Background: an optimization exercise with open tools, aiming at a short achievable clock period and few clock cycles per item. Do not read the settings as production practice. At most, simulation tests tie the RTL to the original design; equivalence was not proved. Only the layout flow was run in runs 3, 6 and 7; the RTL was not checked for function there. Power figures rest on the tool's default switching activity, not on a simulated workload.

==> flow/constraint.sdc <==
create_clock -name core_clock -period 11.0 [get_ports {clk}]
set_input_delay 2.2000 -clock core_clock [delete_from_list [all_inputs] [get_ports {clk}]]
set_output_delay 2.2000 -clock core_clock [all_outputs]
set_load 0.01 [all_outputs]
==> flow/flow/run.sh <==
#!/bin/bash
set -euo pipefail
bash standard.sh SETUP_SLACK_MARGIN=6.6 TNS_END_PERCENT=5 finish > standard.log 2>&1
==> flow/standard.sh <==
#!/bin/bash
# synth_recipe.tcl (not shown) runs the flow's synth.tcl, then flattens the netlist and writes it again
# the make line also repeats each setting of config.mk as NAME=value (left out here)
make -C /OpenROAD-flow-scripts/flow DESIGN_CONFIG=/design/flow/config.mk WORK_HOME=/design/flow/orfs CLKGATE_MAP_FILE= SYNTH_SCRIPT=/design/flow/synth_recipe.tcl "${@:-finish}"
==> flow/design.v <==
`timescale 1ns / 1ps
`timescale 1ns / 1ps
`timescale 1ns / 1ps
`timescale 1ns / 1ps
module RegFile(
    input         clk, reset, wen,
    input  [4:0]  waddr,
    input  [31:0] wdata,
    input  [4:0]  raddr1, raddr2,
    output [31:0] rdata1, rdata2
);
    reg [31:0] regs [0:31];
    reg [31:0] valid;
    always @(posedge clk) begin
        if (reset)
            valid <= 32'd0;
        else if (wen)
            valid[waddr] <= 1'b1;
    end
    always @(posedge clk)
        if (wen)
            regs[waddr] <= wdata;
    assign rdata1 = valid[raddr1] ? regs[raddr1] : 32'd0;
    assign rdata2 = valid[raddr2] ? regs[raddr2] : 32'd0;
endmodule
`timescale 1ns / 1ps
module alu_32(
    input  [31:0] A, B,
    input         op_add, op_sub, op_slt, op_nor, op_or, op_and,
    output [31:0] Y,
    output [31:0] Y_nslt,
    output        lt
);
    wire        inv = op_sub | op_slt;
    wire [31:0] sum = A + (inv ? ~B : B) + {31'd0, inv};
    assign lt = (A[31] ^ B[31]) ? A[31] : sum[31];
    wire [31:0] orv = A | B;
    assign Y_nslt = ({32{op_add | op_sub}} & sum)
                  | ({32{op_nor}} & ~orv)
                  | ({32{op_or}}  & orv)
                  | ({32{op_and}} & (A & B));
    assign Y = Y_nslt | {31'd0, op_slt & lt};
endmodule
`timescale 1ns / 1ps
module Controller(
    input  [31:0] w,
    output        alu_src, mem2reg, reg_write, mem_write,
    output [31:0] imm,
    output        op_add, op_sub, op_slt, op_nor, op_or, op_and
);
    wire [6:0] opc = w[6:0];
    wire [2:0] f3  = w[14:12];
    wire [6:0] f7  = w[31:25];
    wire is_r  = (opc == 7'b0110011);
    wire is_i  = (opc == 7'b0010011);
    wire is_ld = (opc == 7'b0000011);
    wire is_st = (opc == 7'b0100011);
    wire is_mem = is_ld | is_st;
    assign alu_src   = is_i | is_mem;
    assign mem2reg   = is_ld;
    assign reg_write = is_r | is_i | is_ld;
    assign mem_write = is_st;
    assign imm = is_st ? {{20{w[31]}}, w[31:25], w[11:7]}
               : (is_i | is_ld) ? {{20{w[31]}}, w[31:20]}
               : 32'd0;
    wire f0 = (f3 == 3'd0);
    wire mem_add = (f3 == 3'd2);
    assign op_add = is_mem ? mem_add
                  : f0 & (~is_r | (f7 == 7'h00));
    assign op_sub = ~is_mem & is_r & f0 & (f7 == 7'h20);
    assign op_slt = ~is_mem & (f3 == 3'd2);
    assign op_nor = ~is_mem & (f3 == 3'd4);
    assign op_or  = ~is_mem & (f3 == 3'd6);
    assign op_and = ~(op_add | op_sub | op_slt | op_nor | op_or);
endmodule
`timescale 1ns / 1ps
`timescale 1ns / 1ps
`timescale 1ns / 1ps
module processor
(
    input clk, reset,
    output [5:0]  imem_addr,
    input  [31:0] imem_data,
    output [6:0]  dmem_addr,
    output [31:0] dmem_wdata,
    output        dmem_we,
    input  [31:0] dmem_rdata,
    output        result_valid,
    output [31:0] Result
);
    reg  [5:0]  pc;
    reg  [31:0] ir_q;
    reg         d_valid;
    always @(posedge clk) begin
        if (reset) pc <= 6'd0;
        else       pc <= pc + 6'd1;
        d_valid <= ~reset;
        ir_q    <= imem_data;
    end
    assign imem_addr = pc;
    wire [31:0] w   = ir_q;
    wire [4:0]  rs1 = w[19:15];
    wire [4:0]  rs2 = w[24:20];
    wire        d_alu_src, d_mem2reg, d_reg_write, d_mem_write;
    wire [31:0] d_imm;
    wire        d_sub, d_slt, d_nor, d_or, d_and, d_add;
    wire        d_mem_add = (w[14:12] == 3'd2);    
    Controller ctrl(
        .w(w), .alu_src(d_alu_src), .mem2reg(d_mem2reg), .reg_write(d_reg_write),
        .mem_write(d_mem_write), .imm(d_imm),
        .op_add(d_add), .op_sub(d_sub), .op_slt(d_slt), .op_nor(d_nor),
        .op_or(d_or), .op_and(d_and) );
    wire [31:0] res, res_nslt;
    wire        res_lt;
    reg         e_valid;
    reg  [4:0]  e_rd;
    reg         e_reg_write;
    wire [31:0] e_wdata;
    wire        e_writes = e_valid & e_reg_write;
    wire [31:0] rdata1, rdata2;
    RegFile RF(
        .clk(clk), .reset(reset), .wen(e_writes), .waddr(e_rd), .wdata(e_wdata),
        .raddr1(rs1), .raddr2(rs2), .rdata1(rdata1), .rdata2(rdata2) );
    wire fa  = e_writes & (e_rd == rs1);
    wire fsd = e_writes & (e_rd == rs2);
    wire [8:0] a9_nf = d_mem_add ? (rdata1[8:0] + d_imm[8:0]) : (rdata1[8:0] & d_imm[8:0]);
    wire [8:0] a9_rd  = d_mem_add ? (dmem_rdata[8:0] + d_imm[8:0]) : (dmem_rdata[8:0] & d_imm[8:0]);
    wire [8:0] a9_alu = d_mem_add ? (res_nslt[8:0] + d_imm[8:0]) : (res_nslt[8:0] & d_imm[8:0]);
    wire [8:0] a9_lt0 = d_mem_add ? d_imm[8:0] : 9'd0;
    wire [8:0] a9_lt1 = d_mem_add ? (d_imm[8:0] + 9'd1) : {8'd0, d_imm[0]};
    wire [8:0] a9_f   = e_mem2reg ? a9_rd
                      : e_slt     ? (res_lt ? a9_lt1 : a9_lt0)
                      : a9_alu;
    reg        e_mem2reg;
    reg        e_add, e_sub, e_slt, e_nor, e_or, e_and;
    reg [31:0] a_q, b_q;
    reg        fa_q, fb_q;
    reg [6:0]  dmem_addr_q;
    reg [31:0] dmem_wdata_q;
    reg        dmem_we_q;
    reg [31:0] wb_q;
    reg [31:0] res_q;
    reg        rv_q;
    always @(posedge clk) begin
        e_valid     <= d_valid & ~reset;
        dmem_we_q   <= d_valid & d_mem_write & ~reset;
        e_rd        <= w[11:7];
        e_reg_write <= d_reg_write;
        e_mem2reg   <= d_mem2reg;
        e_add <= d_add; e_sub <= d_sub; e_slt <= d_slt;
        e_nor <= d_nor; e_or  <= d_or;  e_and <= d_and;
        a_q   <= rdata1;
        b_q   <= d_alu_src ? d_imm : rdata2;
        fa_q  <= fa;
        fb_q  <= fsd & ~d_alu_src;
        dmem_addr_q  <= fa  ? a9_f[8:2] : a9_nf[8:2];
        dmem_wdata_q <= fsd ? e_wdata   : rdata2;
    end
    wire [31:0] A = fa_q ? wb_q : a_q;
    wire [31:0] B = fb_q ? wb_q : b_q;
    alu_32 ALU(
        .A(A), .B(B), .op_add(e_add), .op_sub(e_sub), .op_slt(e_slt),
        .op_nor(e_nor), .op_or(e_or), .op_and(e_and),
        .Y(res), .Y_nslt(res_nslt), .lt(res_lt) );
    assign dmem_addr  = dmem_addr_q;
    assign dmem_wdata = dmem_wdata_q;
    assign dmem_we    = dmem_we_q;
    assign e_wdata = e_mem2reg ? dmem_rdata : res;
    always @(posedge clk) begin
        wb_q  <= e_wdata;
        res_q <= res;
        rv_q  <= e_valid & ~reset;
    end
    assign Result       = res_q;
    assign result_valid = rv_q & ~reset;
endmodule  
==> flow/config.mk <==
export PLATFORM = sky130hd
export DESIGN_NAME = processor
export DESIGN_NICKNAME = processor
export VERILOG_FILES = /design/flow/design.v
export SDC_FILE = /design/flow/constraint.sdc
export NUM_CORES = 8
export LEC_CHECK = 0
export CAP_MARGIN = 20
export CORE_MARGIN = 2
export CORE_UTILIZATION = 40
export SLEW_MARGIN = 20
export SYNTH_HIERARCHICAL = 1
==> results of run 1 <==
-- per-stage QoR --
| step | utilization [%] | hold WS (ns) | setup slack, ns |
|---|---|---|---|
| finish | 45.7 | 0.357 | 6.19 |
| global placement | 42.1 | 0.342 | 5.19 |
| CTS | 45.4 | 0.357 | 6.19 |
| floorplan | - | 0.331 | 6.35 |
| global route | 45.7 | 0.370 | 6.17 |
| detailed placement | 42.1 | 0.348 | 5.19 |
-- power by group through the flow --
stage	logic (uW)	clock network, uW	registers (uW)
6_report	1030	4650	5400
5_1_grt	1090	4890	5400
4_1_cts	993	4690	5400
3_5_place_dp	959	0	5510
3_3_place_gp	951	0	5510
2_1_floorplan	667	0	5450
-- what timing repair did --
action / 4_1_cts / 5_1_grt
gates resized for setup: 52 / 47
pin swaps: 9 / 23
gates cloned: 6 / 3
setup buffers: 15 / 16
endpoints found under the setup margin: 905 / 592
-- per-layer routing --
layer  global-route usage [%]  up-vias  routed length, um  part of all wire, %
met2                     38.5     2279              90700                   45
li1                         -    17000                  -                    -
met1                     35.4    21200              83600                   41
met5                        0        -                  8               0.0039
met3                     5.33      439              21300                   10
met4                     9.85        2               8020                  3.9
-- flip-flops by register name, summed over array words and instances (netlist names), 32 cells and up --
| signal | count |
|---|---|
| RF.regs | 1024 |
| b_q | 32 |
| ir_q | 32 |
| dmem_wdata_q | 32 |
| RF.valid | 32 |
| a_q | 32 |
| res_q | 32 |
| wb_q | 32 |
-- critical path, cell delays in order --
cell and delay (ns):
buf_8 0.10, buf_12 0.11, nor2b_4 0.09, buf_6 0.10
-- layout make-up --
type                            count  area (um^2)
Inverter                           21         92.6
Timing Repair Buffer              255         2730
Sequential cell                  1280        35900
Antenna cell                        1         2.50
Fill cell                       13300        83500
Tap cell                         2044         2560
Multi-Input combinational cell   2545        24400
Clock buffer                      197         3940
Clock inverter                     54          532
-- cell usage in the layout (no fill, tap or decap), types with 41 or more instances in the layout --
master,instances
nor3_1,77
mux2_4,44
clkbuf_1,41
clkbuf_16,147
clkdlybuf4s50_1,142
mux4_2,268
xnor2_1,56
a221oi_1,278
nand3_1,84
ha_1,61
buf_4,80
a22oi_1,64
nor2_1,167
a21oi_1,159
nand2_1,51
mux2_2,122
dfxtp_1,239
o21ai_0,146
and3_1,66
mux2i_1,524
edfxtp_1,1024
-- path summary, 6_finish.rpt --
| kind | from | end | slack (ns) | cells after the start |
|---|---|---|---|---|
| worst max-delay path | reset | result_valid | 6.19 | 4 |
| worst min register to register | ir_q[11]$_DFF_P_ | e_rd[4]$_DFF_P_ | 0.36 | 0 |
| worst min-delay path | ir_q[11]$_DFF_P_ | e_rd[4]$_DFF_P_ | 0.36 | 0 |
| worst max register to register | ir_q[16]$_DFF_P_ | dmem_addr_q[6]$_DFF_P_ | 6.50 | 13 |
==> run summary, run 1 <==
* P_sw at 2670 uW
* CTS H-Tree Depth at 4
* Peak supply drop at 0.000171 V
* Fin crit share at 43.7%
* Iter 0 DRT Violations at 4929
* Initial Util at 40.2%
* Root buffer cell: clkbuf_16
* Detailed-route via count at 40900
* Switching Fraction at 24.1%
* Final-report max-slew violation count at 0
* Max-slew headroom at 24.2%
* Setup crit start kind: input pin
* Gate power share at 9.3%
* Run status: complete, no violations
* Area post-placement at 0.0647 mm^2
* First-pass GRT wire length at 287000 um
* Worst skew pair latency at 0.80 ns
* Worst EP arrival at 2.61 ns
* Die footprint at 0.157 mm^2
* Final WL at 204000 um
* CTS tree: yes
* Via-to-Cell Ratio at 6.39
* Global-route total usage across every layer at 25.3%
* Average routed wire per standard cell at 31.8 um
* Core ar. at 0.154 mm^2
* Yosys Warn Count at 8
* Net count after synthesis at 4313
* Row cnt at 144
* Number of global-route vias before repair at 40100
* Crit. End Element: output pin
* Cells after synthesis at 4176
* Largest net degree at the start of global routing at 115
* Worst endpoint required time at 8.80 ns
* Worst-path clk slew at 0.06 ns
* TNS Setup at 0 ns
* P_leak at 0.0244 uW
* Total gr overflow at 0
* Tot Pwr at 11100 uW
* Crit path time final at 4.81 ns
* Post-Layout Cell Count at 6397
* PwrDens at 158 mW/mm^2
* CP Max Fanout at 2
* Die Wd at 397 um
* CP Class: input pin to output pin
* Hold crit path type: flop to flop
* Share of layout cells above drive strength 1 at 20.3%
* Gp weighted congestion at 0.872
* Fraction of power consumed by sequential logic at 48.7%
* Final setup vio count at 0
* # IOs at 145
* Final Hold Fails at 0
* Worst-Margin Slew at 1.14 ns
* Internal power at 8410 uW
* Mean post-synth cell area at 14.8 um^2
* Clock Skews at 0.0308 ns
* Synthesized cell area at 0.0617 mm^2
* Fin nets at 4376
* Post-CTS Hold Fix Bufs at 0
* Max Cap Viol at 0
* Hpwl dp at 109000 um
* Fmax at 0.208 GHz
* Antenna viol nets, final at 0
* Post-route design area at 0.0702 mm^2
* Sinks on Clock Net at 1280
* Die Y at 397 um
* Post-Place Cells at 6105
* First-pass detailed-route iteration total at 6
* Initial antenna violation count at 7
* CTS Buf Count at 136
* Clock power share at 42.0%
* IO buf count at 144
* DRC at 0
* Synth-to-Final Area Change at 13.8%
* Clk buf depth at 3
* Unrepaired setup endpoints after global routing: true
Testbench counts, summed over its fixed seeds: cycles 51,440, results 51,200.
==> run 2: changes to the inputs <==
--- a/flow/config.mk
+++ b/flow/config.mk
@@ -9,4 +9,3 @@
 export CORE_MARGIN = 2
 export CORE_UTILIZATION = 40
 export SLEW_MARGIN = 20
-export SYNTH_HIERARCHICAL = 1
==> run summary, run 2 <==
* Run status: complete, no violations
* Synth-to-Final Area Change at 15.1%
* CTS tree: yes
* Peak supply drop at 0.000171 V
* Fin crit share at 43.7%
* Dpl ws at 5.19 ns
* Post-synth EDFFs at 1024
* Worst-path clk slew at 0.06 ns
* Worst EP arrival at 2.61 ns
* Critical path, cell by cell: buf_8 > buf_12 > nor2b_4 > buf_6
* Final-report max-slew violation count at 0
* Final setup vio count at 0
* Total gr overflow at 0
* Setup crit start kind: input pin
* CP Class: input pin to output pin
* Largest net degree at the start of global routing at 113
* Global-route total usage across every layer at 24.3%
* Detailed-route via count at 35500
* CTS H-Tree Depth at 4
* Die footprint at 0.154 mm^2
* Seq. cell area at 0.0359 mm^2
* P_leak at 0.0230 uW
* Post-Place Cells at 5465
* Die Wd at 392 um
* Die Y at 392 um
* # IOs at 145
* Worst R2R Setup Slack at 6.41 ns
* Fin nets at 3754
* Worst-Margin Slew at 1.14 ns
* Synth top cells by count: edfxtp_1 (1024), mux4_2 (640), dfxtp_1 (256)
* Max FFs per register at 1024
* Crit. End Element: output pin
* First-pass GRT wire length at 265000 um
* Post-CTS Hold Fix Bufs at 0
* Setup WS post-layout at 6.19 ns
* R2r worst-path depth at 8
* Mean post-synth cell area at 17.5 um^2
* PwrDens at 156 mW/mm^2
* Final Hold Fails at 0
* Number of library cell types mapped by synthesis at 96
* CP max stage cell: buf_12
* IO buf count at 144
* Post-Layout Cell Count at 5755
* Crit path time final at 4.81 ns
* Reg with most FFs: RF.regs
* Worst skew pair latency at 0.78 ns
* CP max stage delay at 0.11 ns
* CP Max Fanout at 2
* Initial Util at 40.3%
* Net count after synthesis at 3580
* Hold crit path type: flop to flop
* Yosys Warn Count at 2
* Area share of the largest cell type after synthesis at 51.0%
* Max Cap Viol at 0
* Average routed wire per standard cell at 32.3 um
* Initial antenna violation count at 2
* Top FF cell, synth: edfxtp_1
* Multi-input logic area at 0.0238 mm^2
* Ranking of synthesized cells by area: edfxtp_1 (51%), mux4_2 (24%), dfxtp_1 (8.5%), mux2i_1 (2.3%), mux2_2 (1.5%)
* Synthesized cell area at 0.0603 mm^2
* Worst endpoint required time at 8.80 ns
* Sinks on Clock Net at 1280
* Iter 0 DRT Violations at 4305
* Most frequent cells in the layout: edfxtp_1 (1024), mux4_2 (640), dfxtp_1 (243)
* Clock Skews at 0.0248 ns
* DRC at 0
* Seq/Total Area, Yosys at 59.5%
* Worst Hold Depth at 0
* Asr flop ratio synth at 0%
* Cells after synthesis at 3452
* TNS Setup at 0 ns
* Unrepaired setup endpoints after global routing: true
* Share of layout cells above drive strength 1 at 30.7%
* Number of global-route vias before repair at 35600
* Row cnt at 142
* First-pass detailed-route iteration total at 5
* Gp weighted congestion at 0.888
* Via-to-Cell Ratio at 6.17
* Root buffer cell: clkbuf_16
* Clk buf depth at 3
* Core ar. at 0.150 mm^2
* CTS Buf Count at 134
* Fillers at 12600
* Cell taking the most area after synthesis: edfxtp_1
* Antenna viol nets, final at 0
* Yosys reg bits at 1280
* Final WL at 186000 um
* Leading cell type in the layout, fill and taps excluded: edfxtp_1
* Fmax at 0.208 GHz
* Top-count cell post-synth: edfxtp_1
* Max-slew headroom at 23.3%
* Hpwl dp at 104000 um
-- run 2: final cells by class --
type | instances | area share, %
repair buffers | 258 | 3.95
flip-flops and latches | 1280 | 51.7
clock inverters | 64 | 0.681
inverters | 66 | 0.357
diodes | 4 | 0.0144
well taps | 2016 | 3.63
clock buffers | 181 | 5.41
multi-input cells | 1886 | 34.2
-- run 2: repair_timing --
action	in CTS	in global routing
setup buffers	14	17
gates cloned	10	0
setup endpoints to repair	714	733
pin swaps	5	8
resized for setup	70	17
-- run 2: per-stage QoR --
stage / util [%] / hold slack, ns / power [uW] / instance area [um^2]
after floorplan: - / 0.331 / 6070 / 60300
after global placement: 42.9 / 0.354 / 6410 / 64300
after detailed placement: 42.9 / 0.360 / 6410 / 64300
after CTS: 46.2 / 0.368 / 10800 / 69100
after global routing: 46.3 / 0.373 / 11100 / 69400
final: 46.4 / 0.371 / 10800 / 69400
-- run 2: logic make-up (layout without fill, tap and decap cells) --
| family | count (synthesis) | after routing | share of synthesized area, % |
|---|---|---|---|
| AO/OA/AOI/OAI | 342 | 345 | 4.02 |
| XOR/XNOR | 84 | 84 | 1.25 |
| adder cells (fa/ha/maj) | 62 | 62 | 1.30 |
| buffers and inverters | 291 | 569 | 2.05 |
| flip-flops | 1280 | 1280 | 59.5 |
| multiplexers | 859 | 860 | 27.7 |
| other | 0 | 4 | 0 |
| AND/OR/NAND/NOR | 534 | 535 | 4.15 |
-- run 2: worst paths after layout --
check	end	from
setup / recovery	result_valid	reset
hold / removal	e_rd[2]$_DFF_P_	ir_q[9]$_DFF_P_
setup reg to reg	dmem_wdata_q[21]$_DFF_P_	ir_q[21]$_DFF_P_
hold reg to reg	e_rd[2]$_DFF_P_	ir_q[9]$_DFF_P_
-- run 2: power breakdown --
| group | internal [uW] | total (uW) | leakage [uW] | switching (uW) |
|---|---|---|---|---|
| Combinational | 425 | 1000 | 0.00944 | 575 |
| Clock | 2520 | 4430 | 0.00206 | 1910 |
| Sequential | 5320 | 5370 | 0.0115 | 51.6 |
| Total | 8260 | 10800 | 0.0230 | 2540 |
-- run 2: layer usage --
layer	track usage (%)	vias to the layer above	routed length, um
li1	-	14600	-
met1	32.6	19000	73400
met2	39.8	1645	90300
met3	4.88	305	16300
met4	7.99	0	5960
met5	0	-	0
-- run 2: worst max-delay path, delay by kind of cell --
family / cells / cell delay (ns)
buf+inv: 3 / 0.31
simple gates: 1 / 0.09
==> run 3: changes to the inputs <==
--- a/flow/design.v
+++ b/flow/design.v
@@ -3,7 +3,7 @@
 `timescale 1ns / 1ps
 `timescale 1ns / 1ps
 module RegFile(
-    input         clk, reset, wen,
+    input         clk, clear, wen,
     input  [4:0]  waddr,
     input  [31:0] wdata,
     input  [4:0]  raddr1, raddr2,
@@ -12,7 +12,7 @@
     reg [31:0] regs [0:31];
     reg [31:0] valid;
     always @(posedge clk) begin
-        if (reset)
+        if (clear)
             valid <= 32'd0;
         else if (wen)
             valid[waddr] <= 1'b1;
@@ -88,17 +88,15 @@
     output        result_valid,
     output [31:0] Result
 );
+    reg rst_q;
+    always @(posedge clk)
+        rst_q <= reset;
     reg  [5:0]  pc;
-    reg  [31:0] ir_q;
-    reg         d_valid;
-    always @(posedge clk) begin
-        if (reset) pc <= 6'd0;
-        else       pc <= pc + 6'd1;
-        d_valid <= ~reset;
-        ir_q    <= imem_data;
-    end
-    assign imem_addr = pc;
-    wire [31:0] w   = ir_q;
+    wire [5:0]  pc_now = rst_q ? 6'd0 : pc;
+    always @(posedge clk)
+        pc <= pc_now + 6'd1;
+    assign imem_addr = pc_now;
+    wire [31:0] w   = imem_data;
     wire [4:0]  rs1 = w[19:15];
     wire [4:0]  rs2 = w[24:20];
     wire        d_alu_src, d_mem2reg, d_reg_write, d_mem_write;
@@ -117,20 +115,22 @@
     reg         e_reg_write;
     wire [31:0] e_wdata;
     wire        e_writes = e_valid & e_reg_write;
+    reg         w_we;
+    reg  [4:0]  w_rd;
+    reg  [31:0] wb_q;
     wire [31:0] rdata1, rdata2;
     RegFile RF(
-        .clk(clk), .reset(reset), .wen(e_writes), .waddr(e_rd), .wdata(e_wdata),
+        .clk(clk), .clear(rst_q), .wen(w_we), .waddr(w_rd), .wdata(wb_q),
         .raddr1(rs1), .raddr2(rs2), .rdata1(rdata1), .rdata2(rdata2) );
+    wire [31:0] r1 = rst_q ? 32'd0 : (w_we & (w_rd == rs1)) ? wb_q : rdata1;
+    wire [31:0] r2 = rst_q ? 32'd0 : (w_we & (w_rd == rs2)) ? wb_q : rdata2;
     wire fa  = e_writes & (e_rd == rs1);
     wire fsd = e_writes & (e_rd == rs2);
-    wire [8:0] a9_nf = d_mem_add ? (rdata1[8:0] + d_imm[8:0]) : (rdata1[8:0] & d_imm[8:0]);
+    wire [8:0] a9_nf = d_mem_add ? (r1[8:0] + d_imm[8:0]) : (r1[8:0] & d_imm[8:0]);
     wire [8:0] a9_rd  = d_mem_add ? (dmem_rdata[8:0] + d_imm[8:0]) : (dmem_rdata[8:0] & d_imm[8:0]);
     wire [8:0] a9_alu = d_mem_add ? (res_nslt[8:0] + d_imm[8:0]) : (res_nslt[8:0] & d_imm[8:0]);
     wire [8:0] a9_lt0 = d_mem_add ? d_imm[8:0] : 9'd0;
     wire [8:0] a9_lt1 = d_mem_add ? (d_imm[8:0] + 9'd1) : {8'd0, d_imm[0]};
-    wire [8:0] a9_f   = e_mem2reg ? a9_rd
-                      : e_slt     ? (res_lt ? a9_lt1 : a9_lt0)
-                      : a9_alu;
     reg        e_mem2reg;
     reg        e_add, e_sub, e_slt, e_nor, e_or, e_and;
     reg [31:0] a_q, b_q;
@@ -138,23 +138,25 @@
     reg [6:0]  dmem_addr_q;
     reg [31:0] dmem_wdata_q;
     reg        dmem_we_q;
-    reg [31:0] wb_q;
     reg [31:0] res_q;
     reg        rv_q;
+    wire [8:0] a9_f = e_mem2reg ? a9_rd
+                    : e_slt     ? (res_lt ? a9_lt1 : a9_lt0)
+                    : a9_alu;
     always @(posedge clk) begin
-        e_valid     <= d_valid & ~reset;
-        dmem_we_q   <= d_valid & d_mem_write & ~reset;
+        e_valid     <= ~reset;
+        dmem_we_q   <= d_mem_write & ~reset;
         e_rd        <= w[11:7];
         e_reg_write <= d_reg_write;
         e_mem2reg   <= d_mem2reg;
         e_add <= d_add; e_sub <= d_sub; e_slt <= d_slt;
         e_nor <= d_nor; e_or  <= d_or;  e_and <= d_and;
-        a_q   <= rdata1;
-        b_q   <= d_alu_src ? d_imm : rdata2;
+        a_q   <= r1;
+        b_q   <= d_alu_src ? d_imm : r2;
         fa_q  <= fa;
         fb_q  <= fsd & ~d_alu_src;
         dmem_addr_q  <= fa  ? a9_f[8:2] : a9_nf[8:2];
-        dmem_wdata_q <= fsd ? e_wdata   : rdata2;
+        dmem_wdata_q <= fsd ? e_wdata   : r2;
     end
     wire [31:0] A = fa_q ? wb_q : a_q;
     wire [31:0] B = fb_q ? wb_q : b_q;
@@ -168,6 +170,8 @@
     assign e_wdata = e_mem2reg ? dmem_rdata : res;
     always @(posedge clk) begin
         wb_q  <= e_wdata;
+        w_rd  <= e_rd;
+        w_we  <= e_writes & ~rst_q;
         res_q <= res;
         rv_q  <= e_valid & ~reset;
     end
==> run summary, run 3 <==
* Number of global-route vias before repair at 36100
* CP Max Fanout at 6
* Die footprint at 0.154 mm^2
* P_leak at 0.0228 uW
* Run status: complete, no violations
* Peak supply drop at 0.000173 V
* Crit. End Element: flop
* Reg-to-Reg Start: fb_q$_DFF_P_
* Post-synth EDFFs at 1024
* Core ar. at 0.150 mm^2
* Synthesized cell area at 0.0603 mm^2
* Fmax at 0.186 GHz
* Fin nets at 3836
* Mean post-synth cell area at 17.0 um^2
* Crit path time final at 5.37 ns
* Worst EP arrival at 6.07 ns
* Setup crit start kind: input pin
* First-pass detailed-route iteration total at 5
* Setup WS post-layout at 5.63 ns
* Row cnt at 142
* Max-slew headroom at 22.8%
* Cells after synthesis at 3543
* Max FFs per register at 1024
* Share of layout cells above drive strength 1 at 31.4%
* Area post-placement at 0.0644 mm^2
* Post-route design area at 0.0696 mm^2
* Wire length on met2 at 91500 um
* Final Hold Fails at 0
* Post-CTS Hold Fix Bufs at 0
* Asr flop ratio synth at 0%
* Worst Hold Depth at 0
* Max Cap Viol at 0
* Global-route total usage across every layer at 23.8%
* Yosys reg bits at 1254
* # IOs at 145
* Tot Pwr at 10600 uW
* IO buf count at 144
* M1 WL at 72200 um
* Ranking of synthesized cells by area: edfxtp_1 (51%), mux4_2 (24%), dfxtp_1 (7.6%), mux2_2 (1.9%), mux2i_1 (1.8%)
* Fin crit share at 48.9%
* Clk buf depth at 3
* TNS Setup at 0 ns
* Leading cell type in the layout, fill and taps excluded: edfxtp_1
* Sinks on Clock Net at 1254
* Die Wd at 392 um
* Iter 0 DRT Violations at 4199
* CTS H-Tree Depth at 4
* Via-to-Cell Ratio at 6.22
* Most frequent cells in the layout: edfxtp_1 (1024), mux4_2 (640), dfxtp_1 (220)
* CTS Buf Count at 131
* Dpl ws at 4.01 ns
* Worst skew pair latency at 0.78 ns
* Fillers at 12600
* Hold crit path type: flop to flop
* Post-Place Cells at 5554
* Average routed wire per standard cell at 31.7 um
* Gp weighted congestion at 0.932
* Worst-path clk slew at 0.06 ns
* Initial Util at 40.2%
* Antenna viol nets, final at 0
* Cell taking the most area after synthesis: edfxtp_1
* Hold endpoint: w_rd[3]$_DFF_P_
* Clock Skews at 0.0237 ns
* CP Class: input pin to flop
* Worst-Margin Slew at 1.16 ns
* Unrepaired setup endpoints after global routing: true
* Total gr overflow at 0
* Highest routed layer: met4
* Top-count cell post-synth: edfxtp_1
* Number of library cell types mapped by synthesis at 82
* Largest net degree at the start of global routing at 99
* Hold Path Origin: e_rd[3]$_DFF_P_
* Detailed-route via count at 36300
* Area share of the largest cell type after synthesis at 51.0%
* Final WL at 185000 um
* Initial antenna violation count at 2
* CTS tree: yes
* Yosys Warn Count at 2
* Multi-input logic area at 0.0242 mm^2
* Die Y at 392 um
* R2r endpoint: dmem_wdata_q[26]$_DFF_P_
* Seq. cell area at 0.0354 mm^2
* Hpwl dp at 106000 um
* Worst endpoint required time at 11.69 ns
* PwrDens at 153 mW/mm^2
* Top FF cell, synth: edfxtp_1
* Seq/Total Area, Yosys at 58.6%
* Root buffer cell: clkbuf_16
* Synth top cells by count: edfxtp_1 (1024), mux4_2 (640), dfxtp_1 (230)
* Reg with most FFs: RF.regs
* Net count after synthesis at 3672
* R2r worst-path depth at 15
* First-pass GRT wire length at 260000 um
* Worst R2R Setup Slack at 6.00 ns
* DRC at 0
* Final-report max-slew violation count at 0
* Final setup vio count at 0
* Synth-to-Final Area Change at 15.4%
* Post-Layout Cell Count at 5832
* Met3 Routed Length at 14800 um
[run 3: changes by cell type after synthesis, moves of 23 or more]
| cell | change |
|---|---|
| a22oi_1 | +26 |
| buf_1 | +23 |
| buf_2 | -24 |
| clkbuf_1 | +33 |
| dfxtp_1 | -26 |
| mux2i_1 | -27 |
| nor3_1 | +31 |
[run 3: what timing repair did]
action,in CTS,in global routing
gates cloned,11,9
endpoints found under the setup margin,125,129
pin swaps,14,4
gates resized for setup,54,34
buffers inserted,14,2
[run 3: worst max-delay path by stage]
| stage | endpoint | cells after the start | slack, ns | from |
|---|---|---|---|---|
| 5_1_grt | dmem_addr_q[6]$_DFF_P_ | 16 | 5.47 | imem_data[15] |
| 3_3_place_gp | dmem_addr_q[5]$_DFF_P_ | 19 | 3.98 | imem_data[15] |
| 6_report | dmem_addr_q[6]$_DFF_P_ | 15 | 5.63 | imem_data[15] |
| 4_1_cts | dmem_addr_q[6]$_DFF_P_ | 16 | 5.71 | imem_data[15] |
| 2_1_floorplan | dmem_addr_q[6]$_DFF_P_ | 18 | 5.03 | imem_data[15] |
| 3_5_place_dp | dmem_addr_q[5]$_DFF_P_ | 19 | 4.01 | imem_data[15] |
[run 3: area by class of cell]
| type | instances | share of cell area, % |
|---|---|---|
| Timing Repair Buffer | 279 | 4.39 |
| Inverter | 54 | 0.291 |
| Tap cell | 2016 | 3.63 |
| Antenna cell | 3 | 0.0108 |
| Multi-Input combinational cell | 1987 | 34.8 |
| Clock inverter | 77 | 0.933 |
| Sequential cell | 1254 | 50.8 |
| Clock buffer | 162 | 5.13 |
[run 3: cell families after synthesis]
group / after synthesis / share of synthesized area, %
compound gates: 416 / 4.60
fa+ha+maj: 63 / 1.32
buf+inv: 306 / 2.04
simple gates: 550 / 4.25
flops: 1254 / 58.6
mux: 852 / 27.7
xor+xnor: 102 / 1.48
[run 3: worst max-delay path, cell delays in order]
cell and delay, ns:
buf_16 0.14, buf_16 0.16, mux4_2 0.51, mux4_2 0.48
mux2_4 0.33, a22oi_2 0.14, nor2_2 0.06, ha_1 0.30
and3b_1 0.18, o21ai_0 0.12, o31a_1 0.41, a211oi_2 0.28
nor3_1 0.07, or4b_1 0.47, a21oi_1 0.15
[run 3: routing by layer]
| layer | vias to the layer above | global-route usage [%] |
|---|---|---|
| met5 | - | 0 |
| met4 | 0 | 8.28 |
| met1 | 19300 | 31.5 |
| met3 | 333 | 4.02 |
| li1 | 15000 | - |
| met2 | 1740 | 39.6 |
[run 3: power breakdown]
group / internal (uW) / total, uW / switching, uW
Clock: 2510 / 4420 / 1910
Sequential: 5190 / 5240 / 42.3
Combinational: 420 / 960 / 540
[run 3: through the flow]
stage | hold slack, ns | util [%]
6_report | 0.405 | 46.5
5_1_grt | 0.406 | 46.5
4_1_cts | 0.403 | 46.2
3_5_place_dp | 0.389 | 43.0
3_3_place_gp | 0.400 | 43.0
2_1_floorplan | 0.375 | -
==> run 4: changes to the inputs <==
--- a/flow/design.v
+++ b/flow/design.v
@@ -92,11 +92,15 @@
     always @(posedge clk)
         rst_q <= reset;
     reg  [5:0]  pc;
+    reg  [31:0] ir_q;
     wire [5:0]  pc_now = rst_q ? 6'd0 : pc;
-    always @(posedge clk)
-        pc <= pc_now + 6'd1;
+    always @(posedge clk) begin
+        pc   <= pc_now + 6'd1;
+        ir_q <= imem_data;
+    end
     assign imem_addr = pc_now;
-    wire [31:0] w   = imem_data;
+    wire        d_valid = ~rst_q;
+    wire [31:0] w   = ir_q;
     wire [4:0]  rs1 = w[19:15];
     wire [4:0]  rs2 = w[24:20];
     wire        d_alu_src, d_mem2reg, d_reg_write, d_mem_write;
@@ -122,8 +126,8 @@
     RegFile RF(
         .clk(clk), .clear(rst_q), .wen(w_we), .waddr(w_rd), .wdata(wb_q),
         .raddr1(rs1), .raddr2(rs2), .rdata1(rdata1), .rdata2(rdata2) );
-    wire [31:0] r1 = rst_q ? 32'd0 : (w_we & (w_rd == rs1)) ? wb_q : rdata1;
-    wire [31:0] r2 = rst_q ? 32'd0 : (w_we & (w_rd == rs2)) ? wb_q : rdata2;
+    wire [31:0] r1 = (w_we & (w_rd == rs1)) ? wb_q : rdata1;
+    wire [31:0] r2 = (w_we & (w_rd == rs2)) ? wb_q : rdata2;
     wire fa  = e_writes & (e_rd == rs1);
     wire fsd = e_writes & (e_rd == rs2);
     wire [8:0] a9_nf = d_mem_add ? (r1[8:0] + d_imm[8:0]) : (r1[8:0] & d_imm[8:0]);
@@ -144,8 +148,8 @@
                     : e_slt     ? (res_lt ? a9_lt1 : a9_lt0)
                     : a9_alu;
     always @(posedge clk) begin
-        e_valid     <= ~reset;
-        dmem_we_q   <= d_mem_write & ~reset;
+        e_valid     <= d_valid;
+        dmem_we_q   <= d_valid & d_mem_write & ~reset;
         e_rd        <= w[11:7];
         e_reg_write <= d_reg_write;
         e_mem2reg   <= d_mem2reg;
@@ -173,7 +177,7 @@
         w_rd  <= e_rd;
         w_we  <= e_writes & ~rst_q;
         res_q <= res;
-        rv_q  <= e_valid & ~reset;
+        rv_q  <= e_valid & ~rst_q & ~reset;
     end
     assign Result       = res_q;
     assign result_valid = rv_q & ~reset;
==> run summary, run 4 <==
* Crit. End Element: output pin
* Crit path time final at 4.70 ns
* Average routed wire per standard cell at 31.8 um
* Fraction of power consumed by sequential logic at 49.8%
* Critical path, cell by cell: buf_8 > nor2b_4 > buf_6
* Peak supply drop at 0.000183 V
* Multi-input logic area at 0.0240 mm^2
* Internal power at 8300 uW
* Worst R2R Setup Slack at 6.46 ns
* CP Class: input pin to output pin
* Largest family of logic cells by synthesized area: multiplexers
* Fillers at 12900
* Cell taking the most area after synthesis: edfxtp_1
* Mean post-synth cell area at 17.4 um^2
* Synth top cells by count: edfxtp_1 (1024), mux4_2 (655), dfxtp_1 (262)
* Clk buf depth at 3
* Final Hold Fails at 0
* Global-route total usage across every layer at 23.6%
* Max-slew headroom at 28.9%
* CTS tree: yes
* IO buf count at 144
* Clock Skews at 0.0299 ns
* Via-to-Cell Ratio at 6.18
* Top FF cell, synth: edfxtp_1
* PwrDens at 154 mW/mm^2
* Die Wd at 394 um
* Worst endpoint required time at 8.80 ns
* Setup WS post-layout at 6.30 ns
* P_sw at 2490 uW
* P_leak at 0.0230 uW
* Ranking of synthesized cells by area: edfxtp_1 (51%), mux4_2 (24%), dfxtp_1 (8.6%), mux2_2 (1.8%), mux2i_1 (1.6%)
* Yosys reg bits at 1286
* TNS Setup at 0 ns
* Seq/Total Area, Yosys at 59.1%
* Run status: complete, no violations
* Worst Setup SP: reset
* Final setup vio count at 0
* Max Cap Viol at 0
* Wire length on met2 at 90000 um
* Worst Hold Depth at 0
* Max FFs per register at 1024
* R2r endpoint: dmem_addr_q[6]$_DFF_P_
* Worst path top cell family by delay: buffers and inverters
* Fin nets at 3786
* Met3 Routed Length at 14500 um
* Top-count cell post-synth: edfxtp_1
* Worst-Margin Slew at 1.07 ns
* Most frequent cells in the layout: edfxtp_1 (1024), mux4_2 (655), dfxtp_1 (242)
* Number of library cell types mapped by synthesis at 87
* Detailed-route via count at 35800
* Reg with most FFs: RF.regs
* Synthesized cell area at 0.0609 mm^2
* Seq. cell area at 0.0360 mm^2
* Hpwl dp at 105000 um
* Sinks on Clock Net at 1286
* Cells after synthesis at 3493
* Gp weighted congestion at 0.904
* Fin crit share at 42.7%
* Asr flop ratio synth at 0%
* Post-Synth Adder-Cell Area at 1.29%
* Hold crit path type: flop to flop
* Setup crit start kind: input pin
* Number of global-route vias before repair at 36100
* DRC at 0
* Root buffer cell: clkbuf_16
* Dpl ws at 5.22 ns
* Gate power share at 8.4%
* Reg-to-Reg Start: fb_q$_DFF_P_
* Total gr overflow at 0
* Simple-gate area share of the yosys netlist at 4.00%
* Initial Util at 40.2%
* Post-CTS Hold Fix Bufs at 0
* R2r worst-path depth at 14
* CTS Buf Count at 134
* Hold endpoint: e_rd[3]$_DFF_P_
* XOR/XNOR share of the synthesized area at 1.47%
* Initial antenna violation count at 3
* Share of layout cells above drive strength 1 at 31.4%
* Antenna viol nets, final at 0
* Unrepaired setup endpoints after global routing: true
* Iter 0 DRT Violations at 4189
* Synth Area in Compound Gates at 4.36%
* Worst EP arrival at 2.50 ns
* CP max stage delay at 0.10 ns
* First-pass detailed-route iteration total at 5
* Highest routed layer: met4
* Worst-path clk slew at 0.06 ns
* Die Y at 394 um
* Clock power share at 41.8%
* Core ar. at 0.152 mm^2
* # IOs at 145
* Yosys Warn Count at 2
* Post-synth EDFFs at 1024
* Final WL at 184000 um
* Number of diodes at 0
* CTS H-Tree Depth at 4
* Post-layout util at 46.1%
* Critical path buffers and inverters at 2
* Fmax at 0.213 GHz
* First-pass GRT wire length at 264000 um
* Worst skew pair latency at 0.78 ns
* Switching Fraction at 23.1%
* Largest net degree at the start of global routing at 126
* Final-report max-slew violation count at 0
* Synth-to-Final Area Change at 14.9%
* Mux cell area share after synthesis at 27.7%
* CP Max Fanout at 2
* Leading cell type in the layout, fill and taps excluded: edfxtp_1
* M1 WL at 74200 um
* Row cnt at 143
* Area share of the largest cell type after synthesis at 50.5%
* Hold Path Origin: ir_q[10]$_DFF_P_
* CP max stage cell: buf_8
* Net count after synthesis at 3621
* Die footprint at 0.155 mm^2
-- run 4: cell families after synthesis --
family | after synthesis
mux | 850
simple gates | 492
flops | 1286
xor+xnor | 101
buf+inv | 305
fa+ha+maj | 62
compound gates | 397
-- run 4: repair_timing --
item	CTS	global route
pin swaps	1	4
buffers inserted	10	8
gates cloned	6	0
setup endpoints to repair	69	67
resized for setup	46	25
-- run 4: power groups by stage --
| stage | combinational [uW] | sequential [uW] | clock (uW) |
|---|---|---|---|
| 3_3_place_gp | 865 | 5480 | 0 |
| 5_1_grt | 953 | 5380 | 4780 |
| 3_5_place_dp | 870 | 5480 | 0 |
| 4_1_cts | 894 | 5370 | 4590 |
| 6_report | 906 | 5370 | 4520 |
| 2_1_floorplan | 543 | 5480 | 0 |
-- run 4: metrics by stage --
stage	cells	power, uW	hold slack (ns)	instance area, um^2
after floorplan	3493	6030	0.331	60900
after global placement	5528	6350	0.341	65000
after detailed placement	5528	6350	0.354	65000
after CTS	5790	10900	0.364	69700
after global routing	5798	11100	0.364	69900
final	5798	10800	0.364	69900
-- run 4: layout make-up --
type	instances	share of cell area (%)
Clock buffer	184	5.26
Timing Repair Buffer	273	3.97
Clock inverter	62	0.881
Multi-Input combinational cell	1903	34.4
Sequential cell	1286	51.6
Inverter	60	0.322
Tap cell	2030	3.63
-- run 4: worst max-delay path by stage --
stage	cells after the start	slack [ns]	to
3_3_place_gp	12	5.26	dmem_addr_q[6]$_DFF_P_
6_report	3	6.30	result_valid
4_1_cts	3	6.30	result_valid
3_5_place_dp	12	5.22	dmem_addr_q[6]$_DFF_P_
2_1_floorplan	1	6.49	result_valid
5_1_grt	18	6.27	dmem_addr_q[4]$_DFF_P_
-- run 4: worst reg2reg max path: cells and delay by family (launching register included) --
kind / cells / cell delay, ns
fa+ha+maj: 1 / 0.40
mux: 1 / 0.40
simple gates: 1 / 0.56
xor+xnor: 1 / 0.14
compound gates: 8 / 2.25
buf+inv: 2 / 0.28
flops: 1 / 0.41
-- run 4: metal layers --
layer | vias to the layer above | global-route usage, %
met5 | - | 0
met4 | 0 | 7.48
met3 | 317 | 4.00
met2 | 1678 | 38.9
met1 | 19100 | 32.0
li1 | 14800 | -
Testbench counts of run 4, summed over its fixed seeds: cycles 51,440, results 51,200.
==> run 5: changes to the inputs <==
--- a/flow/design.v
+++ b/flow/design.v
@@ -143,7 +143,7 @@
     reg [31:0] dmem_wdata_q;
     reg        dmem_we_q;
     reg [31:0] res_q;
-    reg        rv_q;
+    reg        rvn_q;    
     wire [8:0] a9_f = e_mem2reg ? a9_rd
                     : e_slt     ? (res_lt ? a9_lt1 : a9_lt0)
                     : a9_alu;
@@ -177,8 +177,8 @@
         w_rd  <= e_rd;
         w_we  <= e_writes & ~rst_q;
         res_q <= res;
-        rv_q  <= e_valid & ~rst_q & ~reset;
+        rvn_q <= ~(e_valid & ~rst_q & ~reset);
     end
     assign Result       = res_q;
-    assign result_valid = rv_q & ~reset;
+    assign result_valid = ~(rvn_q | reset);
 endmodule  
==> run summary, run 5 <==
* Fin nets at 3844
* CTS Buf Count at 138
* Number of global-route vias before repair at 36000
* Clk buf depth at 3
* Synth top cells by count: edfxtp_1 (1024), mux4_2 (659), dfxtp_1 (262)
* Top FF cell, synth: edfxtp_1
* Die footprint at 0.154 mm^2
* Asr flop ratio synth at 0%
* Row cnt at 142
* Highest routed layer: met4
* First-pass detailed-route iteration total at 5
* Iter 0 DRT Violations at 3761
* Die Wd at 393 um
* IO buf count at 144
* Share of layout cells above drive strength 1 at 31.4%
* Top-count cell post-synth: edfxtp_1
* Hpwl dp at 104000 um
* Cells after synthesis at 3519
* CP Max Fanout at 2
* Max FFs per register at 1024
* Tot Pwr at 10800 uW
* Fin crit share at 42.4%
* Net count after synthesis at 3647
* CTS tree: yes
* CP Class: input pin to output pin
* Clock Skews at 0.0373 ns
* Antenna viol nets, final at 0
* Most frequent cells in the layout: edfxtp_1 (1024), mux4_2 (659), nand2_1 (261)
* Fmax at 0.214 GHz
* Worst skew pair latency at 0.80 ns
* Max Cap Viol at 0
* Final WL at 184000 um
* Crit. End Element: output pin
* Met3 Routed Length at 14900 um
* Detailed-route via count at 35800
* Final Hold Fails at 0
* Worst endpoint required time at 8.80 ns
* Crit path time final at 4.67 ns
* Wire length on met2 at 89800 um
* Yosys reg bits at 1286
* Initial antenna violation count at 2
* TNS Setup at 0 ns
* P_leak at 0.0233 uW
* PwrDens at 154 mW/mm^2
* Die Y at 393 um
* Root buffer cell: clkbuf_16
* Mean post-synth cell area at 17.2 um^2
* Via-to-Cell Ratio at 6.13
* Leading cell type in the layout, fill and taps excluded: edfxtp_1
* First-pass GRT wire length at 261000 um
* Final-report max-slew violation count at 0
* Average routed wire per standard cell at 31.5 um
* CTS H-Tree Depth at 4
* Yosys Warn Count at 2
* Unrepaired setup endpoints after global routing: true
* # IOs at 145
* Largest net degree at the start of global routing at 112
* Synth-to-Final Area Change at 16.0%
* Area share of the largest cell type after synthesis at 50.9%
* Sinks on Clock Net at 1286
* Final setup vio count at 0
* Global-route total usage across every layer at 23.9%
* Post-synth EDFFs at 1024
* Total gr overflow at 0
* Gp weighted congestion at 0.867
* Setup crit start kind: input pin
* Worst-path clk slew at 0.06 ns
* Hold crit path type: flop to flop
* Cell taking the most area after synthesis: edfxtp_1
* Fin Hold WS at 0.381 ns
* Max-slew headroom at 28.7%
* Number of library cell types mapped by synthesis at 82
* Run status: complete, no violations
* Post-CTS Hold Fix Bufs at 0
* Worst-Margin Slew at 1.07 ns
* M1 WL at 72400 um
* Seq/Total Area, Yosys at 59.6%
* Ranking of synthesized cells by area: edfxtp_1 (51%), mux4_2 (25%), dfxtp_1 (8.7%), mux2i_1 (1.6%), nand2_1 (1.6%)
* Reg with most FFs: RF.regs
* Initial Util at 40.3%
* DRC at 0
* Synthesized cell area at 0.0604 mm^2
* Peak supply drop at 0.000164 V
* Worst EP arrival at 2.47 ns
* Core ar. at 0.150 mm^2
run 5: cell count changes after synthesis, moves of 12 or more:
cell / previous run / this run
buf_1: 33 / 59
buf_2: 44 / 31
clkbuf_1: 159 / 144
mux2_2: 97 / 66
nand2_1: 137 / 261
nand2b_1: 27 / 9
nor2_1: 144 / 167
o21ai_0: 93 / 76
o41a_1: 12 / 0
xnor2_1: 62 / 75
run 5: stage by stage:
| stage | std cells | utilization (%) | cell area [um^2] | setup slack (ns) |
|---|---|---|---|---|
| after floorplan | 3519 | - | 60400 | 6.52 |
| after global placement | 5549 | 43.1 | 64600 | 5.51 |
| after detailed placement | 5549 | 43.1 | 64600 | 5.49 |
| after CTS | 5823 | 46.4 | 69600 | 6.31 |
| after global routing | 5847 | 46.7 | 70000 | 6.33 |
| final | 5848 | 46.7 | 70000 | 6.33 |
run 5: per-layer routing:
layer,vias to the layer above,global-route usage (%)
li1,14800,-
met4,0,9.11
met2,1725,39.4
met3,315,3.92
met5,-,0
met1,19000,31.9
run 5: layout make-up:
class,count,area (um^2)
diodes,1,2.50
clock buffers,177,3740
multi-input cells,1933,23700
fillers,12700,79900
repair buffers,292,3060
well taps,2016,2520
clock inverters,78,736
inverters,65,254
flip-flops and latches,1286,36100
run 5: cells by family (layout without fill, tap and decap cells):
group | count (synthesis) | after routing | share of synthesized area, %
fa+ha+maj | 62 | 62 | 1.30
flops | 1286 | 1286 | 59.6
xor+xnor | 105 | 105 | 1.52
buf+inv | 300 | 612 | 1.94
compound gates | 371 | 371 | 4.06
simple gates | 571 | 571 | 4.12
mux | 824 | 824 | 27.5
other cells | 0 | 1 | 0
run 5: critical path, cell delays in order:
cell and delay, ns:
buf_8 0.10, nor2_4 0.07, buf_6 0.10
run 5: final timing paths:
kind                    start                     end  slack, ns  depth (start not counted)
min           e_rd[3]$_DFF_P_         w_rd[3]$_DFF_P_       0.38                          0
max reg2reg  ir_q[15]$_DFF_P_  dmem_addr_q[6]$_DFF_P_       6.57                         16
min reg2reg   e_rd[3]$_DFF_P_         w_rd[3]$_DFF_P_       0.38                          0
max                     reset            result_valid       6.33                          3
run 5: power breakdown:
part	switching, uW	internal [uW]	leakage [uW]
combinational	432	364	0.00953
clock	2010	2620	0.00220
sequential	54.4	5270	0.0116
run 5: what timing repair did:
action,4_1_cts,5_1_grt
pin swaps,4,10
gates cloned,6,4
buffers inserted,13,20
hold endpoints to repair,0,0
resized for setup,55,34
setup endpoints to repair,84,80
Testbench counts of run 5, summed over its fixed seeds: cycles 51,440, results 51,200.
==> run 6: changes to the inputs <==
--- a/flow/design.v
+++ b/flow/design.v
@@ -7,7 +7,11 @@
     input  [4:0]  waddr,
     input  [31:0] wdata,
     input  [4:0]  raddr1, raddr2,
-    output [31:0] rdata1, rdata2
+    output [31:0] rdata1, rdata2,
+    input  [8:0]  k,
+    input         add,
+    output        valid1,
+    output [8:0]  f1
 );
     reg [31:0] regs [0:31];
     reg [31:0] valid;
@@ -22,6 +26,15 @@
             regs[waddr] <= wdata;
     assign rdata1 = valid[raddr1] ? regs[raddr1] : 32'd0;
     assign rdata2 = valid[raddr2] ? regs[raddr2] : 32'd0;
+    wire [8:0] fr [0:31];
+    genvar j;
+    generate
+        for (j = 0; j < 32; j = j + 1) begin : pre
+            assign fr[j] = add ? (regs[j][8:0] + k) : (regs[j][8:0] & k);
+        end
+    endgenerate
+    assign valid1 = valid[raddr1];
+    assign f1 = fr[raddr1];
 endmodule
 `timescale 1ns / 1ps
 module alu_32(
@@ -92,15 +105,11 @@
     always @(posedge clk)
         rst_q <= reset;
     reg  [5:0]  pc;
-    reg  [31:0] ir_q;
     wire [5:0]  pc_now = rst_q ? 6'd0 : pc;
-    always @(posedge clk) begin
-        pc   <= pc_now + 6'd1;
-        ir_q <= imem_data;
-    end
+    always @(posedge clk)
+        pc <= pc_now + 6'd1;
     assign imem_addr = pc_now;
-    wire        d_valid = ~rst_q;
-    wire [31:0] w   = ir_q;
+    wire [31:0] w   = imem_data;
     wire [4:0]  rs1 = w[19:15];
     wire [4:0]  rs2 = w[24:20];
     wire        d_alu_src, d_mem2reg, d_reg_write, d_mem_write;
@@ -123,14 +132,22 @@
     reg  [4:0]  w_rd;
     reg  [31:0] wb_q;
     wire [31:0] rdata1, rdata2;
+    wire        rf_valid1;
+    wire [8:0]  rf_f1;
     RegFile RF(
         .clk(clk), .clear(rst_q), .wen(w_we), .waddr(w_rd), .wdata(wb_q),
-        .raddr1(rs1), .raddr2(rs2), .rdata1(rdata1), .rdata2(rdata2) );
-    wire [31:0] r1 = (w_we & (w_rd == rs1)) ? wb_q : rdata1;
-    wire [31:0] r2 = (w_we & (w_rd == rs2)) ? wb_q : rdata2;
+        .raddr1(rs1), .raddr2(rs2), .rdata1(rdata1), .rdata2(rdata2),
+        .k(d_imm[8:0]), .add(d_mem_add), .valid1(rf_valid1), .f1(rf_f1) );
+    wire [31:0] r1 = rst_q ? 32'd0 : (w_we & (w_rd == rs1)) ? wb_q : rdata1;
+    wire [31:0] r2 = rst_q ? 32'd0 : (w_we & (w_rd == rs2)) ? wb_q : rdata2;
     wire fa  = e_writes & (e_rd == rs1);
     wire fsd = e_writes & (e_rd == rs2);
-    wire [8:0] a9_nf = d_mem_add ? (r1[8:0] + d_imm[8:0]) : (r1[8:0] & d_imm[8:0]);
+    wire [8:0] a9_zero = d_mem_add ? d_imm[8:0] : 9'd0;
+    wire [8:0] a9_wb   = d_mem_add ? (wb_q[8:0] + d_imm[8:0]) : (wb_q[8:0] & d_imm[8:0]);
+    wire [8:0] a9_nf   = rst_q ? a9_zero
+                       : (w_we & (w_rd == rs1)) ? a9_wb
+                       : rf_valid1 ? rf_f1
+                       : a9_zero;
     wire [8:0] a9_rd  = d_mem_add ? (dmem_rdata[8:0] + d_imm[8:0]) : (dmem_rdata[8:0] & d_imm[8:0]);
     wire [8:0] a9_alu = d_mem_add ? (res_nslt[8:0] + d_imm[8:0]) : (res_nslt[8:0] & d_imm[8:0]);
     wire [8:0] a9_lt0 = d_mem_add ? d_imm[8:0] : 9'd0;
@@ -143,13 +160,13 @@
     reg [31:0] dmem_wdata_q;
     reg        dmem_we_q;
     reg [31:0] res_q;
-    reg        rvn_q;    
+    reg        rv_q;
     wire [8:0] a9_f = e_mem2reg ? a9_rd
                     : e_slt     ? (res_lt ? a9_lt1 : a9_lt0)
                     : a9_alu;
     always @(posedge clk) begin
-        e_valid     <= d_valid;
-        dmem_we_q   <= d_valid & d_mem_write & ~reset;
+        e_valid     <= ~reset;
+        dmem_we_q   <= d_mem_write & ~reset;
         e_rd        <= w[11:7];
         e_reg_write <= d_reg_write;
         e_mem2reg   <= d_mem2reg;
@@ -177,8 +194,8 @@
         w_rd  <= e_rd;
         w_we  <= e_writes & ~rst_q;
         res_q <= res;
-        rvn_q <= ~(e_valid & ~rst_q & ~reset);
+        rv_q  <= e_valid & ~reset;
     end
     assign Result       = res_q;
-    assign result_valid = ~(rvn_q | reset);
+    assign result_valid = rv_q & ~reset;
 endmodule  
==> run summary, run 6 <==
* Clock Skews at 0.0349 ns
* Worst-Margin Slew at 1.29 ns
* Run status: complete, no violations
* Synth-to-Final Area Change at 18.6%
* Tot Pwr at 10900 uW
* Synth top cells by count: edfxtp_1 (1024), mux4_2 (660), ha_1 (347)
* Final Hold Fails at 0
* Peak supply drop at 0.000159 V
* Row cnt at 157
* DRC at 0
* Hold endpoint: w_rd[4]$_DFF_P_
* R2r worst-path depth at 17
* Post-Layout Cell Count at 8206
* TNS Setup at 0 ns
* First-pass detailed-route iteration total at 8
* Initial Util at 40.3%
* CTS Buf Count at 138
* Average routed wire per standard cell at 40.7 um
* Fillers at 15800
* Post-layout util at 47.8%
* Worst-path clk slew at 0.06 ns
* Worst endpoint required time at 11.68 ns
* Gate power share at 9.8%
* Internal power at 8220 uW
* Net count after synthesis at 5744
* Final setup vio count at 0
* Seq/Total Area, Yosys at 47.8%
* Root buffer cell: clkbuf_16
* Reg-to-Reg Start: fb_q$_DFF_P_
* Fraction of power consumed by sequential logic at 47.4%
* Unrepaired setup endpoints after global routing: true
* Post-Place Cells at 7816
* Max-slew headroom at 13.9%
* P_sw at 2700 uW
* # IOs at 145
* Hold crit path type: flop to flop
* Clk buf depth at 3
* Hpwl dp at 226000 um
* Worst Hold Depth at 0
* Setup crit start kind: input pin
* Via-to-Cell Ratio at 6.80
* Post-synth EDFFs at 1024
* Global-route total usage across every layer at 34.8%
* P_leak at 0.0304 uW
* Detailed-route via count at 55800
* Worst skew pair latency at 0.82 ns
* Reg with most FFs: RF.regs
* Fin nets at 6053
* XOR/XNOR share of the synthesized area at 3.27%
* Post-Synth Adder-Cell Area at 5.90%
* Leading cell type in the layout, fill and taps excluded: edfxtp_1
* Yosys Warn Count at 2
* PwrDens at 125 mW/mm^2
* Final-report max-slew violation count at 0
* Synth Area in Compound Gates at 9.62%
* Max Cap Viol at 0
* Largest family of logic cells by synthesized area: multiplexers
* Largest net degree at the start of global routing at 117
* Cell taking the most area after synthesis: edfxtp_1
* Iter 0 DRT Violations at 8633
* Switching Fraction at 24.8%
* Die footprint at 0.188 mm^2
* Ranking of synthesized cells by area: edfxtp_1 (42%), mux4_2 (20%), dfxtp_1 (6.2%), ha_1 (5.9%), mux2_2 (1.8%)
* CP Max Fanout at 31
* Simple-gate area share of the yosys netlist at 7.76%
* Worst R2R Setup Slack at 5.76 ns
* Crit path time final at 5.91 ns
* Fin Hold WS at 0.410 ns
* Cells after synthesis at 5330
* Hold Path Origin: e_rd[4]$_DFF_P_
* Fmax at 0.169 GHz
* Synthesized cell area at 0.0739 mm^2
* IO buf count at 144
* Gp weighted congestion at 1.08
* Fin crit share at 53.8%
* Worst EP arrival at 6.60 ns
* Core ar. at 0.183 mm^2
* CP Class: input pin to flop
* Top-count cell post-synth: edfxtp_1
* CTS tree: yes
* Top FF cell, synth: edfxtp_1
* Number of library cell types mapped by synthesis at 103
* Sinks on Clock Net at 1254
* R2r endpoint: dmem_addr_q[5]$_DFF_P_
* Die Y at 434 um
* Yosys reg bits at 1254
* Mean post-synth cell area at 13.9 um^2
* Max FFs per register at 1024
* Crit. End Element: flop
* Worst Setup SP: imem_data[3]
* Die Wd at 434 um
* Asr flop ratio synth at 0%
* Area share of the largest cell type after synthesis at 41.6%
* CTS H-Tree Depth at 4
* Final WL at 334000 um
* First-pass GRT wire length at 447000 um
* Clock power share at 42.8%
* Share of layout cells above drive strength 1 at 29.7%
* Most frequent cells in the layout: edfxtp_1 (1024), mux4_2 (660), ha_1 (292)
* Antenna viol nets, final at 0
* Total gr overflow at 0
* Number of global-route vias before repair at 52900
* Mux cell area share after synthesis at 23.5%
* Initial antenna violation count at 22
run 6: cell types whose count changed in the layout (fill, tap and decap cells not counted), sizes merged, moves of 64 or more:
cell,previous run,this run
ha,61,347
buf,141,320
nor2,168,340
xor2,30,148
a21oi,120,235
nor3,19,127
o21ai,79,156
a22oi,26,100
nand3,28,92
run 6: timing repair:
item / CTS / global route
hold buffers: 0 / 0
setup buffers: 98 / 26
gates resized for setup: 358 / 123
cloned: 10 / 11
pin swaps: 73 / 45
setup endpoints to repair: 118 / 126
run 6: critical path, cell delays in order:
cell       delay [ns]
buf_6            0.09
and3b_4          0.36
nand2_8          0.13
buf_4            0.18
nor2_4           0.10
buf_12           0.15
buf_12           0.22
ha_1             0.39
nor3_1           0.11
o21ai_0          0.30
a41oi_1          0.41
nor2b_1          0.43
nor3_1           0.10
a221oi_1         0.25
o21ai_0          0.19
a2111oi_2        0.39
a31oi_2          0.20
a211o_1          0.31
run 6: power by group through the flow:
stage | clock network, uW | logic (uW) | registers [uW]
final | 4680 | 1070 | 5180
after global routing | 4900 | 1090 | 5180
after CTS | 4730 | 1010 | 5180
after detailed placement | 0 | 971 | 5280
after global placement | 0 | 969 | 5280
after floorplan | 0 | 559 | 5300
run 6: per-stage QoR:
step / area, um^2 / setup WS [ns]
after CTS: 86500 / 5.31
after global routing: 87600 / 5.18
after global placement: 79200 / 2.33
after floorplan: 74200 / 4.73
final: 87600 / 5.09
after detailed placement: 79300 / 2.25
run 6: worst max-delay path by stage:
stage	end	slack [ns]	depth (start not counted)
floorplan	dmem_addr_q[6]$_DFF_P_	4.73	18
global placement	dmem_addr_q[6]$_DFF_P_	2.33	17
detailed placement	dmem_addr_q[6]$_DFF_P_	2.25	18
CTS	dmem_addr_q[3]$_DFF_P_	5.31	22
global route	dmem_addr_q[3]$_DFF_P_	5.18	20
finish	dmem_addr_q[6]$_DFF_P_	5.09	18
run 6: cells by family (layout without fill, tap and decap cells):
| logic type | after synthesis | in the layout |
|---|---|---|
| other | 0 | 2 |
| AOI/OAI and AO/OA | 1022 | 1022 |
| buffers and inverters | 380 | 789 |
| muxes | 895 | 895 |
| and+or+nand+nor | 1155 | 1156 |
| xor gates and xnor gates | 276 | 276 |
| DFF | 1254 | 1254 |
| adders and majority gates | 348 | 348 |
run 6: layout make-up:
type                    instances  area [um^2]  area share [%]
well taps                    2464         3080            3.52
flip-flops and latches       1254        35400            40.4
multi-input cells            3697        39300            44.9
repair inverters                3         22.5          0.0257
repair buffers                463         4930            5.63
clock buffers                 171         3770            4.31
clock inverters                70          761           0.868
diodes                          2         5.00         0.00571
inverters                      82          343           0.391
run 6: metal layers:
| metal | global-route usage, % | up-vias | routed length (um) |
|---|---|---|---|
| met5 | 0 | - | 113 |
| met4 | 16.3 | 8 | 18000 |
| met3 | 10.5 | 662 | 42600 |
| met2 | 49.0 | 3872 | 139000 |
| met1 | 48.9 | 28900 | 134000 |
| li1 | - | 22400 | - |
==> run 7: changes to the inputs <==
--- a/flow/design.v
+++ b/flow/design.v
@@ -24,17 +24,36 @@
     always @(posedge clk)
         if (wen)
             regs[waddr] <= wdata;
-    assign rdata1 = valid[raddr1] ? regs[raddr1] : 32'd0;
-    assign rdata2 = valid[raddr2] ? regs[raddr2] : 32'd0;
-    wire [8:0] fr [0:31];
+    wire [1023:0] flat;
+    wire [287:0]  fr;
     genvar j;
     generate
         for (j = 0; j < 32; j = j + 1) begin : pre
-            assign fr[j] = add ? (regs[j][8:0] + k) : (regs[j][8:0] & k);
+            assign flat[32*j +: 32] = regs[j];
+            addand9 AA(.a(regs[j][8:0]), .b(k), .add(add), .y(fr[9*j +: 9]));
         end
     endgenerate
+    wire [31:0] m1, m2;
+    mux32 #(.W(32)) M1(.d(flat), .s(raddr1), .y(m1));
+    mux32 #(.W(32)) M2(.d(flat), .s(raddr2), .y(m2));
+    mux32 #(.W(9))  M3(.d(fr),   .s(raddr1), .y(f1));
+    assign rdata1 = valid[raddr1] ? m1 : 32'd0;
+    assign rdata2 = valid[raddr2] ? m2 : 32'd0;
     assign valid1 = valid[raddr1];
-    assign f1 = fr[raddr1];
+endmodule
+module mux32 #(parameter W = 32) (
+    input  [32*W-1:0] d,
+    input  [4:0]      s,
+    output [W-1:0]    y
+);
+    assign y = d[W*s +: W];
+endmodule
+module addand9(
+    input  [8:0] a, b,
+    input        add,
+    output [8:0] y
+);
+    assign y = add ? (a + b) : (a & b);
 endmodule
 `timescale 1ns / 1ps
 module alu_32(
--- a/flow/config.mk
+++ b/flow/config.mk
@@ -9,3 +9,4 @@
 export CORE_MARGIN = 2
 export CORE_UTILIZATION = 40
 export SLEW_MARGIN = 20
+export SYNTH_HIERARCHICAL = 1
==> run summary, run 7 <==
* Run status: complete, no violations
* Synthesized cell area at 0.0835 mm^2
* Iter 0 DRT Violations at 7296
* Fin crit share at 58.4%
* Root buffer cell: clkbuf_16
* Sinks on Clock Net at 1254
* Worst-path clk slew at 0.07 ns
* Worst endpoint required time at 11.68 ns
* Die Wd at 461 um
* Final Hold Fails at 0
* Synth-to-Final Area Change at 13.4%
* Critical path, cell by cell: clkbuf_2 > or4_4 > nor2_4 > and2_4 > buf_12 > buf_8 > a22o_4 > buf_12 > ha_4 > inv_2 > fa_2 > nor2b_4 > o31a_4 > o21a_1 > o31ai_2 > mux4_2 > mux4_2 > mux2_4 > nand2_4 > o31ai_4 > a221o_1 > o21ai_2 > o31ai_1
* Fmax at 0.156 GHz
* CTS H-Tree Depth at 4
* DRC at 0
* CP max stage delay at 0.61 ns
* IO buf count at 144
* Share of layout cells above drive strength 1 at 15.3%
* Largest net degree at the start of global routing at 115
* First-pass GRT wire length at 436000 um
* Reg with most FFs: RF.regs
* Row cnt at 167
* Worst path top cell family by delay: multiplexers
* Most frequent cells in the layout: mux2i_1 (1091), edfxtp_1 (1024), nand2_1 (427)
* Multi-input logic area at 0.0460 mm^2
* Worst R2R Setup Slack at 5.61 ns
* Crit path time final at 6.42 ns
* Critical path buffers and inverters at 5
* # IOs at 145
* P_leak at 0.0351 uW
* Initial Util at 40.3%
* Final setup vio count at 0
* CTS tree: yes
* Average routed wire per standard cell at 29.0 um
* Net count after synthesis at 7917
* Area post-placement at 0.0869 mm^2
* Via-to-Cell Ratio at 6.38
* Post-CTS Hold Fix Bufs at 0
* PwrDens at 122 mW/mm^2
* CP Class: input pin to flop
* Gp weighted congestion at 0.948
* Detailed-route via count at 66500
* Core ar. at 0.207 mm^2
* Max-slew headroom at 24.3%
* Cells after synthesis at 7460
* Clock Skews at 0.0370 ns
* Hold crit path type: flop to flop
* Fillers at 18900
* Total gr overflow at 0
* Final-report max-slew violation count at 0
* Yosys Warn Count at 8
* Worst-Margin Slew at 1.13 ns
* Peak supply drop at 0.000166 V
* Setup crit start kind: input pin
* Number of global-route vias before repair at 64300
* Antenna viol nets, final at 0
* Final WL at 303000 um
* Clk buf depth at 3
* Leading cell type in the layout, fill and taps excluded: mux2i_1
* Max FFs per register at 1024
* Unrepaired setup endpoints after global routing: true
* Max Cap Viol at 0
* Fin nets at 7974
* CTS Buf Count at 139
* Worst EP arrival at 7.11 ns
* Initial antenna violation count at 10
* Seq. cell area at 0.0354 mm^2
* Die footprint at 0.212 mm^2
* Hpwl dp at 185000 um
* Post-layout util at 45.7%
* TNS Setup at 0 ns
* CP Max Fanout at 5
* Worst skew pair latency at 0.81 ns
* Mean post-synth cell area at 11.2 um^2
* Post-route design area at 0.0946 mm^2
* First-pass detailed-route iteration total at 7
* CP max stage cell: mux4_2
* Crit. End Element: flop
* Global-route total usage across every layer at 27.6%
* Die Y at 461 um
run 7: area by class of cell:
cell class / count / area share [%]
timing repair inverter: 1 / 0.00925
antenna: 3 / 0.00793
timing repair buffer: 405 / 4.75
sequential: 1254 / 37.4
multi-input combinational: 5522 / 48.6
inverter: 194 / 0.791
clock buffer: 173 / 3.93
clock inverter: 79 / 0.888
tap: 2788 / 3.69
run 7: where the power goes:
group / switching (uW) / internal [uW] / total, uW
clock: 2070 / 2700 / 4770
combinational: 955 / 511 / 1470
sequential: 38.4 / 5230 / 5270
total: 3060 / 8440 / 11500
run 7: final timing paths:
path	from	endpoint	cells after the start
worst max register to register	fb_q$_DFF_P_	dmem_addr_q[4]$_DFF_P_	17
worst min register to register	e_rd[4]$_DFF_P_	w_rd[4]$_DFF_P_	0
worst max-delay path	imem_data[2]	dmem_addr_q[6]$_DFF_P_	23
worst min-delay path	e_rd[4]$_DFF_P_	w_rd[4]$_DFF_P_	0
run 7: repair_timing:
action                                  in CTS  in global routing
buffers inserted                            94                  6
endpoints found under the setup margin     105                115
pin swaps                                   46                 31
gates resized for setup                    207                100
gates cloned                                31                  0
run 7: routing by layer:
| layer | global-route usage [%] | share of wire [%] | vias up |
|---|---|---|---|
| met5 | 0 | 0.025 | - |
| met4 | 16.5 | 6.8 | 12 |
| met3 | 4.39 | 7.7 | 826 |
| met2 | 43.7 | 45 | 3199 |
| met1 | 35.4 | 40 | 33400 |
| li1 | - | - | 29000 |
run 7: through the flow:
step	hold slack (ns)	power (uW)	std cells	worst slack (ns)
floorplan	0.374	6240	7460	4.49
global placement	0.397	6730	10000	2.42
detailed placement	0.395	6740	10000	2.40
CTS	0.414	11500	10400	4.63
global route	0.413	11800	10400	4.57
finish	0.417	11500	10400	4.58

==> what the ideal ports hide <==
No port has a modelled driver above. Below, the same layouts with a new extraction and two added sets of constraints.
Step 1, drivers: a clkbuf_16 drives clk and a buf_2 each remaining input, both assumed.
Step 2 times the ports against the registers' clock, not the clock port: input delays grow and output delays shrink by t, the midpoint of the rising clock arrivals with the driver on.
Slacks: ideal ports / drivers / drivers and shift; pairs: ideal ports / drivers.
run | t (ns) | setup slack, ns
run 1 | 0.864 | 6.194 / 6.148 / 6.148
run 2 | 0.855 | 6.191 / 6.153 / 5.919
run 3 | 0.848 | 5.626 / 5.409 / 4.561
run 4 | 0.848 | 6.301 / 6.262 / 6.104
run 5 | 0.873 | 6.333 / 6.289 / 5.851
run 6 | 0.895 | 5.086 / 5.126 / 4.231
run 7 | 0.874 | 4.576 / 4.637 / 3.763
After both steps setup and hold are still met in every run listed.
